Source: an optimization exercise on an open RTL-to-GDS flow (aim: small area). Production flows keep margins and buffers that such runs may drop. Where RTL was checked, it was by simulation tests only, not by an equivalence proof against the original. The flow treats the clock pin as an ideal source. Dropping or thinning the clock tree relies on that and would not hold on a real chip. No activity file was given, so power comes from the tool's default toggle rates.

## run P
==> flow/design.v <==
`timescale 1 ps / 1 ps
module arbitor (
    input      clk,
    input      rst,
    input      link_initialized,
    input      iotx_tvalid,
    input      event_in_0,
    input      event_in_1,
    input      event_in_2,
    input      event_in_3,
    input      event_in_4,
    input      event_in_5,
    input      event_in_6,
    input      event_in_7,
    input      event_in_8,
    output     event_out_0,
    output     event_out_1,
    output     event_out_2,
    output     event_out_3,
    output     event_out_4,
    output     event_out_5,
    output     event_out_6,
    output     event_out_7,
    output     event_out_8
);
    reg  [3:0] q [0:8];    
    reg  [3:0] o_n;        
    reg  [7:0] flag;       
    reg        ready;
    reg        pop;        
    reg        dec;        
    wire [3:0] o = ~o_n;
    wire [8:0] ev  = {event_in_8, event_in_7, event_in_6, event_in_5, event_in_4,
                      event_in_3, event_in_2, event_in_1, event_in_0};
    wire [8:0] act = ev | {1'b0, flag};
    wire [8:0] higher;
    assign higher[8] = 1'b0;
    genvar k;
    generate
        for (k = 7; k >= 0; k = k - 1) begin : g_hi
            assign higher[k] = higher[k+1] | act[k+1];
        end
    endgenerate
    wire any = higher[0] | act[0];
    wire [3:0] code;
    assign code[3] = act[8];
    assign code[2] = higher[3] & ~act[8];
    assign code[1] = higher[5] & ~act[8] | higher[1] & ~higher[3];
    assign code[0] = act[7] & ~act[8] | act[5] & ~higher[5] | act[3] & ~higher[3] | act[1] & ~higher[1];
    wire busy    = higher[5] | ev[5] | (|act[4:0]);
    wire empty   = o[3] & o[0];
    wire replay  = ~iotx_tvalid & ~busy & ~pop & ~empty;
    wire full    = o[3] & ~o[0];
    wire blocked = replay & (o[3] | o[2] & o[1] & o[0]);    
    wire accept  = ready & any & ~blocked;
    always @(posedge clk) begin
        if (accept) begin
            q[0] <= code;
            q[1] <= q[0];
            q[2] <= q[1];
            q[3] <= q[2];
            q[4] <= q[3];
            q[5] <= q[4];
            q[6] <= q[5];
            q[7] <= q[6];
            q[8] <= q[7];
        end
    end
    always @(posedge clk or posedge rst) begin
        if (rst) begin
            o_n   <= 4'd0;
            flag  <= 8'd0;
            ready <= 1'b0;
            pop   <= 1'b0;
            dec   <= 1'b0;
        end else begin
            if (link_initialized)
                ready <= 1'b1;
            flag[4:0] <= {5{ready}} & act[4:0] & higher[4:0];
            flag[7:6] <= {2{ready}} & act[7:6] & higher[7:6];
            flag[5]   <= ready & act[5] & higher[5] | blocked & flag[5];
            pop <= replay;
            dec <= replay & ~accept;
            if (accept & ~dec & ~full)
                o_n <= o_n - 4'd1;
            else if (dec & ~accept)
                o_n <= o_n + 4'd1;
        end
    end
    reg [3:0] head;
    always @* begin
        case (o[2:0])
            3'd0: head = q[0];
            3'd1: head = q[1];
            3'd2: head = q[2];
            3'd3: head = q[3];
            3'd4: head = q[4];
            3'd5: head = q[5];
            3'd6: head = q[6];
            default: head = q[7];
        endcase
        if (o[3])
            head = q[8];
    end
    assign event_out_0 = pop & (head == 4'd0);
    assign event_out_1 = pop & (head[2:0] == 3'd1);
    assign event_out_2 = pop & (head[2:0] == 3'd2);
    assign event_out_3 = pop & (head[2:0] == 3'd3);
    assign event_out_4 = pop & (head[2:0] == 3'd4);
    assign event_out_5 = pop & (head[2:0] == 3'd5);
    assign event_out_6 = pop & (head[2:0] == 3'd6);
    assign event_out_7 = pop & (head[2:0] == 3'd7);
    assign event_out_8 = pop & head[3];
endmodule
clock: 5.0 ns
lec_check: 0
cap_margin: 20
core_margin: 2
core_utilization: 40
slew_margin: 20
standard.sh (not shown) runs the stock make flow with config.mk's settings and CLKGATE_MAP_FILE= SYNTH_SCRIPT=/design/flow/synth_recipe.tcl, a recipe that flattens the netlist after the stock synthesis.
==> flow/flow/run.sh <==
#!/bin/bash
# Standard ORFS layout with these changes:
#  - ports are buffered with the smallest buffer (buf_1);
#  - after floorplan, the logic between registers is re-synthesised for area
#    with OpenROAD's restructure (registers untouched) and cells are sized
#    down; the later timing repair sizes up whatever needs it;
#  - after CTS, the clock tree's dummy loads and its root buffer are removed
#    (the clock port then drives the four leaf clock buffers).
set -euo pipefail
here=$(pwd)
mkdir -p $here/rmp
export RMP_WORK_DIR=$here/rmp
export BUFFER_PORTS_ARGS="-buffer_cell sky130_fd_sc_hd__buf_1"
export POST_FLOORPLAN_TCL=$here/flow/post_floorplan.tcl
export POST_CTS_TCL=$here/flow/post_cts.tcl
export TRIM_CLOCK_PORT=clk
bash standard.sh > $here/standard.log 2>&1
Other scripts of this flow, unchanged in this note and not shown: flow/flow/downsize.tcl, flow/flow/post_cts.tcl, flow/flow/post_floorplan.tcl, flow/flow/trim_lib.py
Edits applied to the flow inputs when going from run P to run B:
--- a/flow/design.v
+++ b/flow/design.v
@@ -23,14 +23,14 @@
     output     event_out_7,
     output     event_out_8
 );
     reg  [3:0] q [0:8];    
-    reg  [3:0] o_n;        
+    reg  [3:0] o_s;        
     reg  [7:0] flag;       
-    reg        ready;
     reg        pop;        
     reg        dec;        
-    wire [3:0] o = ~o_n;
+    wire [3:0] o = o_s ^ 4'd14;
+    wire ready = ~(o[3] & o[1] & ~o[0]);
     wire [8:0] ev  = {event_in_8, event_in_7, event_in_6, event_in_5, event_in_4,
                       event_in_3, event_in_2, event_in_1, event_in_0};
     wire [8:0] act = ev | {1'b0, flag};
     wire [8:0] higher;
@@ -47,11 +47,11 @@
     assign code[2] = higher[3] & ~act[8];
     assign code[1] = higher[5] & ~act[8] | higher[1] & ~higher[3];
     assign code[0] = act[7] & ~act[8] | act[5] & ~higher[5] | act[3] & ~higher[3] | act[1] & ~higher[1];
     wire busy    = higher[5] | ev[5] | (|act[4:0]);
-    wire empty   = o[3] & o[0];
+    wire empty   = o[3] & o[1];    
     wire replay  = ~iotx_tvalid & ~busy & ~pop & ~empty;
-    wire full    = o[3] & ~o[0];
+    wire full    = o[3] & ~o[1];
     wire blocked = replay & (o[3] | o[2] & o[1] & o[0]);    
     wire accept  = ready & any & ~blocked;
     always @(posedge clk) begin
         if (accept) begin
@@ -67,25 +67,22 @@
         end
     end
     always @(posedge clk or posedge rst) begin
         if (rst) begin
-            o_n   <= 4'd0;
+            o_s   <= 4'd0;
             flag  <= 8'd0;
-            ready <= 1'b0;
             pop   <= 1'b0;
             dec   <= 1'b0;
         end else begin
-            if (link_initialized)
-                ready <= 1'b1;
             flag[4:0] <= {5{ready}} & act[4:0] & higher[4:0];
             flag[7:6] <= {2{ready}} & act[7:6] & higher[7:6];
             flag[5]   <= ready & act[5] & higher[5] | blocked & flag[5];
             pop <= replay;
             dec <= replay & ~accept;
-            if (accept & ~dec & ~full)
-                o_n <= o_n - 4'd1;
+            if (accept & ~dec & ~full | ~ready & link_initialized)
+                o_s <= (o + 4'd1) ^ 4'd14;
             else if (dec & ~accept)
-                o_n <= o_n + 4'd1;
+                o_s <= (o - 4'd1) ^ 4'd14;
         end
     end
     reg [3:0] head;
     always @* begin
## What came out
- Going from run P to run B, footprint of the flip-flops and latches down 25 um2, non-clock buffer area fraction after layout rose 0.88 points, cell area after synthesis shrank by 0.84%, clock skew saw an increase.
- Going from run P to run B, met3 layer usage reported by global route about even; combined buffer and inverter count along the critical path shrank by 1; post-layout instance count excluding filler cells has decreased; number of port buffers saw little to no change.
- Diff run P -> run B: share of total power in sequential cells shows an increase of 4.8 points; via count -3.0%; placed wire-length estimate went down by about 1.6%; synthesis-to-layout area growth now smaller; global-route wire length before repair down about 1.4%.
Only the layout flow was run in run P; the RTL was not checked for function there.


== job 101 ==
Another version of the RTL of arbitor (not shown whole).
For scale: roughly 250 cells after synthesis, roughly 50 flip-flops.
==> module arbitor, before the edit <==
module arbitor (
    input      clk,
    input      rst,
    input      link_initialized,
    input      iotx_tvalid,
    input      event_in_0,
    input      event_in_1,
    input      event_in_2,
    input      event_in_3,
    input      event_in_4,
    input      event_in_5,
    input      event_in_6,
    input      event_in_7,
    input      event_in_8,
    output     event_out_0,
    output     event_out_1,
    output     event_out_2,
    output     event_out_3,
    output     event_out_4,
    output     event_out_5,
    output     event_out_6,
    output     event_out_7,
    output     event_out_8
);
    reg  [3:0] q [0:8];    
    reg  [3:0] o;          
    reg  [7:0] flag;       
    reg        pop;        
    reg        dec;        
    wire ready = ~(o[3] & o[1] & ~o[0]);
    wire [8:0] ev  = {event_in_8, event_in_7, event_in_6, event_in_5, event_in_4,
                      event_in_3, event_in_2, event_in_1, event_in_0};
    wire [8:0] act = ev | {1'b0, flag};
    wire [8:0] higher;
    assign higher[8] = 1'b0;
    genvar k;
    generate
        for (k = 7; k >= 0; k = k - 1) begin : g_hi
            assign higher[k] = higher[k+1] | act[k+1];
        end
    endgenerate
    wire any = higher[0] | act[0];
    wire [3:0] code;
    assign code[3] = act[8];
    assign code[2] = higher[3] & ~act[8];
    assign code[1] = higher[5] & ~act[8] | higher[1] & ~higher[3];
    assign code[0] = act[7] & ~act[8] | act[5] & ~higher[5] | act[3] & ~higher[3] | act[1] & ~higher[1];
    wire busy    = higher[5] | ev[5] | (|act[4:0]);
    wire empty   = o[3] & o[1];    
    wire replay  = ~iotx_tvalid & ~busy & ~pop & ~empty;
    wire full    = o[3] & ~o[1];
    wire blocked = replay & (o[3] | o[2] & o[1] & o[0]);    
    wire accept  = ready & any & ~blocked;
    always @(posedge clk) begin
        if (accept) begin
            q[0] <= code;
            q[1] <= q[0];
            q[2] <= q[1];
            q[3] <= q[2];
            q[4] <= q[3];
            q[5] <= q[4];
            q[6] <= q[5];
            q[7] <= q[6];
            q[8] <= q[7];
        end
    end
    always @(posedge clk) begin
        flag[4:0] <= {5{ready}} & act[4:0] & higher[4:0];
        flag[7:6] <= {2{ready}} & act[7:6] & higher[7:6];
        flag[5]   <= ready & act[5] & higher[5] | blocked & flag[5];
        dec       <= replay & ~accept;
    end
    always @(posedge clk or posedge rst) begin
        if (rst) begin
            o     <= 4'd14;
            pop   <= 1'b0;
        end else begin
            pop <= replay;
            if (accept & ~dec & ~full | ~ready & link_initialized)
                o <= o + 4'd1;
            else if (dec & ~accept & ~empty)
                o <= o - 4'd1;
        end
    end
    reg [3:0] head;
    always @* begin
        case (o[2:0])
            3'd0: head = q[0];
            3'd1: head = q[1];
            3'd2: head = q[2];
            3'd3: head = q[3];
            3'd4: head = q[4];
            3'd5: head = q[5];
            3'd6: head = q[6];
            default: head = q[7];
        endcase
        if (o[3])
            head = q[8];
    end
    assign event_out_0 = pop & (head == 4'd0);
    assign event_out_1 = pop & (head[2:0] == 3'd1);
    assign event_out_2 = pop & (head[2:0] == 3'd2);
    assign event_out_3 = pop & (head[2:0] == 3'd3);
    assign event_out_4 = pop & (head[2:0] == 3'd4);
    assign event_out_5 = pop & (head[2:0] == 3'd5);
    assign event_out_6 = pop & (head[2:0] == 3'd6);
    assign event_out_7 = pop & (head[2:0] == 3'd7);
    assign event_out_8 = pop & head[3];
endmodule
export LEC_CHECK = 0
export ABC_AREA = 1
export CAP_MARGIN = 0
export CORE_MARGIN = 2
export CORE_UTILIZATION = 60
export SLEW_MARGIN = 0
create_clock -name core_clock -period 5.0 [get_ports {clk}]
==> flow/flow/run.sh <==
#!/bin/bash
# Standard ORFS layout with these changes:
#  - ports are buffered with the smallest buffer (buf_1);
#  - after floorplan, the logic between registers is re-synthesised for area
#    with OpenROAD's restructure (registers untouched) and cells are sized
#    down; the later timing repair sizes up whatever needs it;
#  - after CTS, the clock tree's dummy loads and its root buffer are removed
#    (the clock port then drives the four leaf clock buffers), and leaf
#    buffers are sized down where the estimated clock slew stays low.
set -euo pipefail
here=$(pwd)
mkdir -p $here/rmp
export RMP_WORK_DIR=$here/rmp
export BUFFER_PORTS_ARGS="-buffer_cell sky130_fd_sc_hd__buf_1"
export POST_FLOORPLAN_TCL=$here/flow/post_floorplan.tcl
export POST_CTS_TCL=$here/flow/post_cts.tcl
export TRIM_CLOCK_PORT=clk
export SHRINK_CELLS="sky130_fd_sc_hd__clkbuf_4"
export SHRINK_MAX_SLEW=0.110
bash standard.sh > $here/standard.log 2>&1
Other scripts of this flow, unchanged in this note and not shown: flow/flow/downsize.tcl, flow/flow/post_cts.tcl, flow/flow/post_floorplan.tcl, flow/flow/shrink_leaves.tcl, flow/flow/trim_lib.py
diff inputs: job 101 => job 102
-- flow/design.v --
<<< job 101, line 25
);
    reg  [3:0] q [0:8];    
    reg  [3:0] o;          
    reg  [7:0] flag;       
    reg        pop;        
    reg        dec;        
    wire ready = ~(o[3] & o[1] & ~o[0]);
    wire [8:0] ev  = {event_in_8, event_in_7, event_in_6, event_in_5, event_in_4,
>>> job 102, line 25
);
    reg  [3:0] q [0:8];    
    reg  [3:0] o_s;        
    reg  [7:0] flag;       
    reg        pop;        
    reg        dec;        
    wire [3:0] o = o_s ^ 4'd14;
    wire ready = ~(o[3] & o[1] & ~o[0]);
    wire [8:0] ev  = {event_in_8, event_in_7, event_in_6, event_in_5, event_in_4,
<<< job 101, line 74
    always @(posedge clk or posedge rst) begin
        if (rst) begin
            o     <= 4'd14;
            pop   <= 1'b0;
        end else begin
            pop <= replay;
            if (accept & ~dec & ~full | ~ready & link_initialized)
                o <= o + 4'd1;
            else if (dec & ~accept & ~empty)
                o <= o - 4'd1;
        end
    end
>>> job 102, line 75
    always @(posedge clk or posedge rst) begin
        if (rst) begin
            o_s   <= 4'd0;
            pop   <= 1'b0;
        end else begin
            pop <= replay;
            if (accept & ~dec & ~full | ~ready & link_initialized)
                o_s <= (o + 4'd1) ^ 4'd14;
            else if (dec & ~accept & ~empty)
                o_s <= (o - 4'd1) ^ 4'd14;
        end
    end
--- outcome ---
Job 102 vs job 101: xor and xnor fraction of the mapped netlist area up. Job 101 -> job 102: remaining antenna violation count delta 0, exact match. Job 102: no failed stages, no open violations at the end. Compared with job 101, job 102 shows a wire length that is 1.7% lower. Job 101 → job 102: clock share of power picked up an extra 0.8 points, cell area after layout higher, fmax moved up. Going from job 101 to job 102, routed wire length per instance shrank slightly. Compared to job 101, job 102 was floorplanned on a smaller die. Taking job 101 as the reference point, the minimum setup slack in the final design of job 102 rises by 120 ps.

[re-timing with driven ports]
In the flow no input, the clock included, has a driving cell. The finished layouts below were timed again as built, in two steps. Step 1 sets driving cells, clkbuf_16 on the clock port and buf_2 on the other inputs (assumed; they add their load-dependent delay and slew). Step 2 also shifts input and output timing later by t, the mid clock arrival at the registers, as if the neighbouring blocks saw the same clock. a / b / c = no drivers / after step 1 / after step 2; a / b = the first two.
run | t (ns) | setup slack, ns | worst hold slack (ns) | worst setup path after step 2 | worst register clock-pin slew, ns
run P | 0.194 | 1.124 / 1.074 / 1.020 | 0.455 / 0.455 / 0.455 | input to register | 0.09 / 0.09
run B | 0.188 | 1.204 / 1.155 / 1.047 | 0.456 / 0.456 / 0.456 | input to register | 0.09 / 0.09
job 101 | 0.198 | 1.080 / 1.105 / 0.907 | 0.448 / 0.447 / 0.447 | input to register | 0.10 / 0.10
job 102 | 0.194 | 1.204 / 1.156 / 1.204 | 0.441 / 0.441 / 0.441 | input to register | 0.09 / 0.09
After both steps every run listed still meets setup and hold. For job 101, which loses most, drivers alone change the setup slack by +0.025 ns; drivers and shift together by -0.173 ns.
